This is an optimization exercise on Yosys and OpenROAD, whose aim is small area, a short achievable clock period and few clock cycles, not a production implementation.
At most, simulation tests tie the RTL to the original design; equivalence was not proved.

Design alu32, start of the top module:
module alu32(clk,reset,start,a, b, aluop,out,done);
input wire clk;
input wire reset;
input wire start;
input [31:0] a;
input [31:0] b;
input [2:0] aluop;
output reg [31:0] out;
output wire done;
wire [31:0] modres;
wire sub = ~aluop[2];
wire [32:0] sum33 = {a, 1'b1} + {b ^ {32{sub}}, sub};
wire [31:0] sum = sum33[32:1];
mod op8(.clk(clk), .reset(reset), .start(start), .A(a), .B(b), .result(modres), .done(done));
always @(*) begin
    case (aluop)
        3'b000: out = a & b;
        3'b100: out = a | b;
        3'b010: out = a ^ b;
        3'b110: out = ~(a | b);
        3'b001: out = {31'b0, sum[31]};
        3'b101: out = sum;
        3'b011: out = sum;
        default: out = modres;
    endcase
end
endmodule
Size in the first run: ~2100 cells after synthesis, ~71 flip-flops, ~100 I/O pins, roughly 14000 um^2 of cells after synthesis.
==> flow/config.mk <==
export PLATFORM = sky130hd
export DESIGN_NAME = alu32
export DESIGN_NICKNAME = alu32
export VERILOG_FILES = /design/flow/design.v
export SDC_FILE = /design/flow/constraint.sdc
export NUM_CORES = 4
export LEC_CHECK = 0
export ABC_AREA = 1
export CAP_MARGIN = 20
export CORE_MARGIN = 2
export CORE_UTILIZATION = 40
export SLEW_MARGIN = 20
==> flow/constraint.sdc <==
create_clock -name core_clock -period 23.0 [get_ports {clk}]
set_input_delay 4.6000 -clock core_clock [delete_from_list [all_inputs] [get_ports {clk}]]
set_output_delay 4.6000 -clock core_clock [all_outputs]
set_load 0.01 [all_outputs]
standard.sh (not shown) runs the stock make flow with config.mk's settings and CLKGATE_MAP_FILE= SYNTH_SCRIPT=/design/flow/synth_recipe.tcl, a recipe that flattens the netlist after the stock synthesis.
==> flow/flow/run.sh <==
#!/bin/bash
set -euo pipefail
bash standard.sh "BUFFER_PORTS_ARGS=-buffer_cell sky130_fd_sc_hd__buf_1" SETUP_SLACK_MARGIN=10.5 finish > standard.log 2>&1
The baseline completed without violations.
Testbench counts at the start, summed over its fixed seeds: cycles 4,027.
Next try:
- CORE_UTILIZATION: 40 -> 65
- CTS_BUF_LIST: not set -> sky130_fd_sc_hd__clkbuf_4 sky130_fd_sc_hd__clkbuf_8
- SYNTH_HIERARCHICAL: not set -> 1
- SYNTH_MINIMUM_KEEP_SIZE: not set -> 0
Outcome: The new run produced a clean layout. Hold slack is worse by 44 ps. Sequential share of layout area shrinks by 0.45 points. Routed wire length rises by 13%.
Next try:
- CORE_UTILIZATION: 65 -> 75
- SYNTH_HIERARCHICAL: 1 -> not set
- SYNTH_MINIMUM_KEEP_SIZE: 0 -> not set
Effect: Worst setup slack gets worse by 75 ps. Core utilization rose by 11 points. Critical path depth went up by 1. Area after synthesis goes down by 7.7%. Wire length fell by 15%. Cell area is lower by 8.7%. Clock skew drops by 15 ps. Sequential share of layout area rose by 0.85 points.
Next try:
==> flow/flow/run.sh (replaced) <==
#!/bin/bash
set -euo pipefail
bash standard.sh "BUFFER_PORTS_ARGS=-buffer_cell sky130_fd_sc_hd__buf_1" SETUP_SLACK_MARGIN=10 finish > standard.log 2>&1
- CORE_UTILIZATION: 75 -> 40
- CTS_BUF_LIST: sky130_fd_sc_hd__clkbuf_4 sky130_fd_sc_hd__clkbuf_8 -> not set
After rerunning: Core utilization decreases by 37 points; hold slack got worse by 11 ps.


## JK
Another version of the RTL of alu32 (not shown whole).
For scale: roughly 2,100 cells after synthesis, about 71 flip-flops, roughly 100 I/O pins.
==> flow/design.v (excerpt) <==
module alu32(clk,reset,start,a, b, aluop,out,done);
input wire clk;
input wire reset;
input wire start;
input [31:0] a;
input [31:0] b;
input [2:0] aluop;
output reg [31:0] out;
output wire done;
wire [31:0] modres;
wire sub = ~aluop[2];
wire [31:0] bx = b ^ {32{sub}};
wire [31:0] g0 = a & bx;
wire [31:0] p0 = a ^ bx;
reg [31:0] g, p;
integer i, l;
always @(*) begin
    g = g0;
    p = p0;
    g[0] = g0[0] | (p0[0] & sub);
    for (l = 1; l < 32; l = l * 2)
        for (i = 2*l-1; i < 32; i = i + 2*l) begin
            g[i] = g[i] | (p[i] & g[i-l]);
            p[i] = p[i] & p[i-l];
        end
    for (l = 8; l >= 1; l = l / 2)
        for (i = 3*l-1; i < 32; i = i + 2*l) begin
            g[i] = g[i] | (p[i] & g[i-l]);
            p[i] = p[i] & p[i-l];
        end
end
wire [31:0] sum = p0 ^ {g[30:0], sub};
mod op8(.clk(clk), .reset(reset), .start(start), .A(a), .B(b), .result(modres), .done(done));
always @(*) begin
    case (aluop)
        3'b000: out = a & b;
        3'b100: out = a | b;
        3'b010: out = a ^ b;
        3'b110: out = ~(a | b);
        3'b001: out = {31'b0, sum[31]};
        3'b101: out = sum;
        3'b011: out = sum;
        default: out = modres;
    endcase
end
endmodule
==> flow/config.mk <==
export PLATFORM = sky130hd
export DESIGN_NAME = alu32
export DESIGN_NICKNAME = alu32
export VERILOG_FILES = /design/flow/design.v
export SDC_FILE = /design/flow/constraint.sdc
export NUM_CORES = 4
export LEC_CHECK = 0
export ABC_AREA = 1
export CAP_MARGIN = 20
export CORE_MARGIN = 2
export CORE_UTILIZATION = 40
export SLEW_MARGIN = 20
==> flow/constraint.sdc <==
create_clock -name core_clock -period 23.0 [get_ports {clk}]
set_input_delay 4.6000 -clock core_clock [delete_from_list [all_inputs] [get_ports {clk}]]
set_output_delay 4.6000 -clock core_clock [all_outputs]
set_load 0.01 [all_outputs]
==> flow/flow/run.sh <==
#!/bin/bash
set -euo pipefail
bash standard.sh SETUP_SLACK_MARGIN=11 finish > standard.log 2>&1
Relative to JK, the following input files were edited for MS:
==> flow/flow/run.sh <==
#!/bin/bash
set -euo pipefail
bash standard.sh SETUP_SLACK_MARGIN=12 finish > standard.log 2>&1
Findings:
- On die boundary width, MS tracks JK almost exactly.
- Across both runs, wire length of the first global-routing pass was higher for MS than for JK.
- Taking JK as the reference, in MS total placed instance area did not really move, total stage count of the critical path went up.
- Going from JK to MS, the final critical-path required period was found to have gone up by 0.37 ns.
- Fraction of the cycle the final worst path needs: MS vs JK up 1.6 points
- Of the two values seen for capture point of the worst path, out[31] was produced by JK and out[7] by MS.
- Of JK and MS, the higher setup slack belongs to JK.
- As far as number of placed instances with taps included is concerned, JK and MS perform about the same.
No functional check of the RTL was part of any run of this note.

==> separate check: timing with driven ports <==
The results above use ideal ports. As a check the final layouts listed here were re-extracted and re-timed, cells and wires unchanged.
Step 1: set_driving_cell puts a clkbuf_16 on clk and a buf_2 on each other input, an assumption about the parent block.
Step 2 times the ports against the registers' clock, not the clock port: input delays grow and output delays shrink by t, the midpoint of the rising clock arrivals with the driver on.
a / b / c = ideal / step 1 / step 2; a / b = the first two.
run | t, ns | slack for setup (ns) | worst setup path at the end
the first run of note 1 | 0.380 | 10.496 / 10.475 / 10.475 | input to output
the second run of note 1 | 0.435 | 10.754 / 10.705 / 10.837 | input to output
the third run of note 1 | 0.399 | 10.679 / 10.645 / 10.682 | input to output
the fourth run of note 1 | 0.381 | 10.326 / 10.303 / 10.303 | input to output
JK | 0.402 | 10.342 / 10.178 / 10.178 | input to output
MS | 0.399 | 9.975 / 9.911 / 9.911 | input to output
After both steps every run listed still meets setup and hold. For JK, which loses most, drivers alone change the setup slack by -0.164 ns; drivers and shift together by -0.164 ns.
